What follows belongs to an exercise in optimizing a design on an open flow for small area, a short achievable clock period and few clock cycles; a production flow would make more cautious choices.

== JK ==
==> flow/design.v <==
module processor (
    input         clk,
    input         rst,
    output [15:0] imem_addr,
    input  [15:0] imem_rdata,
    output [15:0] dmem_addr,
    input  [15:0] dmem_rdata,
    output [15:0] dmem_wdata,
    output        dmem_we
);
    wire [255:0] rf;
    reg  [15:0] pc;         
    reg  [15:0] ir;
    reg         dv;         
    reg  [3:0]  ra_a;       
    reg  [3:0]  rb_a;       
    reg         bp;         
    reg         hz;         
    reg         dj;         
    reg         dbr;        
    reg         dshl;       
    wire [3:0] nop = imem_rdata[15:12];
    wire       n_mem = (nop == 4'h1) | (nop == 4'h2);
    wire       n_ra  = (nop == 4'h4) | (nop == 4'h5) | (nop == 4'h8) |
                       (nop == 4'hB) | (nop == 4'hC) | (nop == 4'hF);
    wire [3:0] n_ra_a = n_ra ? imem_rdata[7:4] : imem_rdata[11:8];
    wire [3:0] n_rb_a = (nop == 4'h2) ? {2'b11, imem_rdata[11:10]} : imem_rdata[3:0];
    reg  [15:0] opa, opb;
    reg         e_cin;
    reg  [1:0]  e_sel;      
    reg         e_fill;
    reg         e_wen, e_ld, e_st;
    reg         e_br, e_bne;    
    reg  [3:0]  e_wd;
    reg  [15:0] maddr;
    wire [15:0] sum   = opa + opb + {15'b0, e_cin};
    wire [3:0]  e_sham = opb[7:4];
    wire        e_shl  = (opb[1:0] == 2'b01);
    wire [15:0] lor   = opa | opb;
    wire [15:0] lnand = ~(opa & opb);
    wire [15:0] sh1 = e_sham[0] ? {e_fill, opa[15:1]} : opa;
    wire [15:0] sh2 = e_sham[1] ? {{2{e_fill}}, sh1[15:2]} : sh1;
    wire [15:0] sh4 = e_sham[2] ? {{4{e_fill}}, sh2[15:4]} : sh2;
    wire [15:0] sh8 = e_sham[3] ? {{8{e_fill}}, sh4[15:8]} : sh4;
    wire [15:0] sh8_rev;
    genvar gi;
    generate for (gi = 0; gi < 16; gi = gi + 1) begin : g_rev
        assign sh8_rev[gi] = sh8[15 - gi];
    end endgenerate
    wire [15:0] shres = e_shl ? sh8_rev : sh8;
    reg  [15:0] alu;
    always @(*) begin
        case (e_sel)
            2'd0: alu = sum;
            2'd1: alu = lor;
            2'd2: alu = lnand;
            default: alu = shres;
        endcase
    end
    wire [15:0] wdata = e_ld ? dmem_rdata : alu;
    genvar gr;
    generate for (gr = 0; gr < 16; gr = gr + 1) begin : g_rf
        reg [15:0] r;
        always @(posedge clk)
            if (e_wen && e_wd == gr) r <= wdata;
        assign rf[16*gr +: 16] = r;
    end endgenerate
    wire [3:0] op = ir[15:12];
    wire [3:0] fd = ir[11:8];
    wire [15:0] ra = rf[16*ra_a +: 16];
    wire [15:0] rb = rf[16*rb_a +: 16];
    wire        hza = e_wen & (e_wd == ra_a);
    wire        hzb = e_wen & (e_wd == rb_a);
    wire [15:0] fwa = hza ? wdata : ra;
    wire [15:0] wdata_rev, ra_rev;
    reg  [15:0] opa_n;
    always @(*) begin
        case ({hza, dshl})
            2'b00: opa_n = ra;
            2'b01: opa_n = ra_rev;
            2'b10: opa_n = wdata;
            default: opa_n = wdata_rev;
        endcase
    end
    wire [15:0] fwb = hzb ? wdata : rb;
    wire d_rr  = (op == 4'h8) | (op == 4'hB) | (op == 4'hC) | (op == 4'hF);
    wire d_zx  = (op == 4'hA) | (op == 4'hE);
    wire d_sub = (op == 4'hC) | (op == 4'hD) | (op == 4'hE);
    wire d_alu = (op == 4'h0) | (op[3] | (op[2] & op[1]));
    wire d_sha = (ir[1:0] == 2'b11);
    wire taken = e_br & ((opa == opb) ^ e_bne);
    wire stall = dv & (hz | (dbr & ~bp));
    wire go    = dv & ~hz & ~bp;
    wire jump  = dv & dj;
    wire       d_wen = d_alu | (op == 4'h1);
    wire [3:0] d_wd  = (op == 4'h1) ? {2'b11, fd[3:2]} : fd;
    wire       n_hz  = go & d_wen &
                       n_mem & (d_wd[3:2] == 2'b10) & (imem_rdata[9:8] == d_wd[1:0]);
    wire [15:0] base = rf[128 + 16*fd[1:0] +: 16];
    wire [15:0] sx8 = {{8{ir[7]}}, ir[7:0]};
    wire [15:0] imm = d_zx ? {8'h00, ir[7:0]} : sx8;
    wire [15:0] bsrc = (d_rr | dbr | (op == 4'h2)) ? fwb : imm;
    generate for (gi = 0; gi < 16; gi = gi + 1) begin : g_rev2
        assign ra_rev[gi] = ra[15 - gi];
        assign wdata_rev[gi] = wdata[15 - gi];
    end endgenerate
    wire [15:0] pc_next = pc + (jump ? {{4{ir[11]}}, ir[11:0]} : 16'd2);
    always @(posedge clk) begin
        opa    <= opa_n;
        opb    <= d_sub ? ~bsrc : bsrc;
        e_cin  <= d_sub;
        e_sel  <= (op == 4'h0) ? 2'd3 :
                  ((op == 4'h6) | (op == 4'hF)) ? 2'd1 :
                  ((op == 4'h7) | (op == 4'hB)) ? 2'd2 : 2'd0;
        e_fill <= d_sha & fwa[15];
        e_ld   <= (op == 4'h1);
        e_wd   <= d_wd;
        e_bne  <= op[0];
        maddr  <= base + {sx8[14:0], 1'b0};
        if (rst) begin
            pc    <= 16'h0000;
            dv    <= 1'b0;
            bp    <= 1'b0;
            hz    <= 1'b0;
            e_wen <= 1'b0;
            e_st  <= 1'b0;
            e_br  <= 1'b0;
        end else begin
            e_br  <= go & dbr;
            e_wen <= go & d_wen;
            e_st  <= go & (op == 4'h2);
            bp    <= go & dbr;
            hz    <= 1'b0;
            if (taken) begin
                pc <= ra;               
                dv <= 1'b0;
            end else if (!stall) begin
                hz   <= n_hz;
                pc   <= pc_next;
                dv   <= ~jump;
            end
        end
        if (!stall) begin
            ir   <= imem_rdata;
            dj   <= (nop == 4'h3);
            dbr  <= (nop == 4'h4) | (nop == 4'h5);
            dshl <= (nop == 4'h0) & (imem_rdata[1:0] == 2'b01);
            ra_a <= n_ra_a;
            rb_a <= n_rb_a;
        end else if (go & dbr) begin
            ra_a <= fd;
        end
    end
    assign imem_addr  = pc;
    assign dmem_addr  = maddr;
    assign dmem_wdata = opb;
    assign dmem_we    = e_st;
endmodule
clock: 11.0 ns
lec_check: 0
cap_margin: 20
core_margin: 2
core_utilization: 40
slew_margin: 20
setup_slack_margin: 7.7
standard.sh (not shown) runs the stock make flow with config.mk's settings and CLKGATE_MAP_FILE= SYNTH_SCRIPT=/design/flow/synth_recipe.tcl, a recipe that flattens the netlist after the stock synthesis.
==> flow/flow/run.sh <==
#!/bin/bash
# Standard ORFS layout (the standard.sh), with repair_timing asked for
# a larger setup margin so that it shortens the critical paths further.
set -euo pipefail
echo "export SETUP_SLACK_MARGIN = 7.7" >> config.mk
bash standard.sh finish > standard_flow.log 2>&1 || { tail -50 standard_flow.log; exit 1; }
tail -5 standard_flow.log
Relative to JK, the following input files were edited for AL:
-- flow/design.v --
<<< JK, line 9
    output        dmem_we
);
    wire [255:0] rf;
    reg  [15:0] pc;         
    reg  [15:0] ir;
>>> AL, line 9
    output        dmem_we
);
    reg  [15:0] rf [0:15];
    reg  [15:0] pc;         
    reg  [15:0] ir;
<<< JK, line 29
    reg         e_cin;
    reg  [1:0]  e_sel;      
    reg         e_fill;
    reg         e_wen, e_ld, e_st;
    reg         e_br, e_bne;    
>>> AL, line 29
    reg         e_cin;
    reg  [1:0]  e_sel;      
    reg  [3:0]  e_sham;
    reg         e_shl, e_fill;
    reg         e_wen, e_ld, e_st;
    reg         e_br, e_bne;    
<<< JK, line 35
    reg  [15:0] maddr;
    wire [15:0] sum   = opa + opb + {15'b0, e_cin};
    wire [3:0]  e_sham = opb[7:4];
    wire        e_shl  = (opb[1:0] == 2'b01);
    wire [15:0] lor   = opa | opb;
    wire [15:0] lnand = ~(opa & opb);
>>> AL, line 36
    reg  [15:0] maddr;
    wire [15:0] sum   = opa + opb + {15'b0, e_cin};
    wire [15:0] lor   = opa | opb;
    wire [15:0] lnand = ~(opa & opb);
<<< JK, line 59
    end
    wire [15:0] wdata = e_ld ? dmem_rdata : alu;
    genvar gr;
    generate for (gr = 0; gr < 16; gr = gr + 1) begin : g_rf
        reg [15:0] r;
        always @(posedge clk)
            if (e_wen && e_wd == gr) r <= wdata;
        assign rf[16*gr +: 16] = r;
    end endgenerate
    wire [3:0] op = ir[15:12];
    wire [3:0] fd = ir[11:8];
    wire [15:0] ra = rf[16*ra_a +: 16];
    wire [15:0] rb = rf[16*rb_a +: 16];
    wire        hza = e_wen & (e_wd == ra_a);
    wire        hzb = e_wen & (e_wd == rb_a);
>>> AL, line 58
    end
    wire [15:0] wdata = e_ld ? dmem_rdata : alu;
    always @(posedge clk)
        if (e_wen) rf[e_wd] <= wdata;
    wire [3:0] op = ir[15:12];
    wire [3:0] fd = ir[11:8];
    wire [3:0] fa = ir[7:4];
    wire [15:0] ra = rf[ra_a];
    wire [15:0] rb = rf[rb_a];
    wire        hza = e_wen & (e_wd == ra_a);
    wire        hzb = e_wen & (e_wd == rb_a);
<<< JK, line 88
    wire d_sub = (op == 4'hC) | (op == 4'hD) | (op == 4'hE);
    wire d_alu = (op == 4'h0) | (op[3] | (op[2] & op[1]));
    wire d_sha = (ir[1:0] == 2'b11);
    wire taken = e_br & ((opa == opb) ^ e_bne);
>>> AL, line 83
    wire d_sub = (op == 4'hC) | (op == 4'hD) | (op == 4'hE);
    wire d_alu = (op == 4'h0) | (op[3] | (op[2] & op[1]));
    wire d_shl = (ir[1:0] == 2'b01);
    wire d_sha = (ir[1:0] == 2'b11);
    wire taken = e_br & ((opa == opb) ^ e_bne);
<<< JK, line 97
    wire       n_hz  = go & d_wen &
                       n_mem & (d_wd[3:2] == 2'b10) & (imem_rdata[9:8] == d_wd[1:0]);
    wire [15:0] base = rf[128 + 16*fd[1:0] +: 16];
    wire [15:0] sx8 = {{8{ir[7]}}, ir[7:0]};
    wire [15:0] imm = d_zx ? {8'h00, ir[7:0]} : sx8;
>>> AL, line 93
    wire       n_hz  = go & d_wen &
                       n_mem & (d_wd[3:2] == 2'b10) & (imem_rdata[9:8] == d_wd[1:0]);
    reg [15:0] base;
    always @(*) begin
        case (fd[1:0])
            2'd0: base = rf[8];
            2'd1: base = rf[9];
            2'd2: base = rf[10];
            default: base = rf[11];
        endcase
    end
    wire [15:0] sx8 = {{8{ir[7]}}, ir[7:0]};
    wire [15:0] imm = d_zx ? {8'h00, ir[7:0]} : sx8;
<<< JK, line 113
                  ((op == 4'h6) | (op == 4'hF)) ? 2'd1 :
                  ((op == 4'h7) | (op == 4'hB)) ? 2'd2 : 2'd0;
        e_fill <= d_sha & fwa[15];
        e_ld   <= (op == 4'h1);
>>> AL, line 117
                  ((op == 4'h6) | (op == 4'hF)) ? 2'd1 :
                  ((op == 4'h7) | (op == 4'hB)) ? 2'd2 : 2'd0;
        e_sham <= fa;
        e_shl  <= d_shl;
        e_fill <= d_sha & fwa[15];
        e_ld   <= (op == 4'h1);
<<< JK, line 138
                hz   <= n_hz;
                pc   <= pc_next;
                dv   <= ~jump;
            end
        end
        if (!stall) begin
            ir   <= imem_rdata;
            dj   <= (nop == 4'h3);
            dbr  <= (nop == 4'h4) | (nop == 4'h5);
            dshl <= (nop == 4'h0) & (imem_rdata[1:0] == 2'b01);
            ra_a <= n_ra_a;
            rb_a <= n_rb_a;
        end else if (go & dbr) begin
            ra_a <= fd;
        end
    end
>>> AL, line 144
                hz   <= n_hz;
                pc   <= pc_next;
                ir   <= imem_rdata;
                dv   <= ~jump;
                dj   <= (nop == 4'h3);
                dbr  <= (nop == 4'h4) | (nop == 4'h5);
                dshl <= (nop == 4'h0) & (imem_rdata[1:0] == 2'b01);
                ra_a <= n_ra_a;
                rb_a <= n_rb_a;
            end else if (go & dbr) begin
                ra_a <= fd;
            end
        end
    end
Findings:
Routed length on met3: AL and JK compared, lower one is AL. AL — wire length on met2 about 2.6% higher, JK as reference. Final critical-path share of the clock period: AL lower than JK. Compared to JK, the router laid down more metal wire for AL. Row share of the synthesized area in compound gates (AO/OA/AOI/OAI): AL higher / JK lower. From JK to AL the numbers moved as follows: clock-buffer cell count went up by 5, post-route standard cell area excluding fillers was more or less identical. In the flow results for AL and JK, the relative area of clock buffers and inverters in the final design is smaller on JK. [AL vs JK] instance count of the mapped netlist: higher in AL.
No functional check of the RTL was part of any run of this note.

[afterwards: timing with drivers on the ports]
How much do the figures lean on ideal ports? The routed layouts below were timed once more, with nothing changed but the port constraints. Step 1 (the two cells are an assumption about what drives the block):
set clk [get_ports {clk}]
set_driving_cell -lib_cell sky130_fd_sc_hd__clkbuf_16 $clk
set_driving_cell -lib_cell sky130_fd_sc_hd__buf_2 [delete_from_list [all_inputs] $clk]
Step 2 moves the port delays by t, midway between the first and last clock arrival at a register: inputs arrive t later, outputs are due t later. That takes back most of the time a late clock gives input paths. Slacks: ideal / step 1 / step 2; pairs: ideal / step 1.
run	t (ns)	slack for setup (ns)	clock arrival spread, ns	worst slew at a driven data input, ns	pins driven straight from the clock port
JK	0.609	7.649 / 7.589 / 7.140	0.021 / 0.022	0.06	1
AL	0.610	7.690 / 7.665 / 7.161	0.031 / 0.030	0.04	1
After both steps setup and hold are still met in every run listed. The setup slack of AL, which loses most, moves by -0.025 ns with the drivers and by -0.529 ns with both steps.
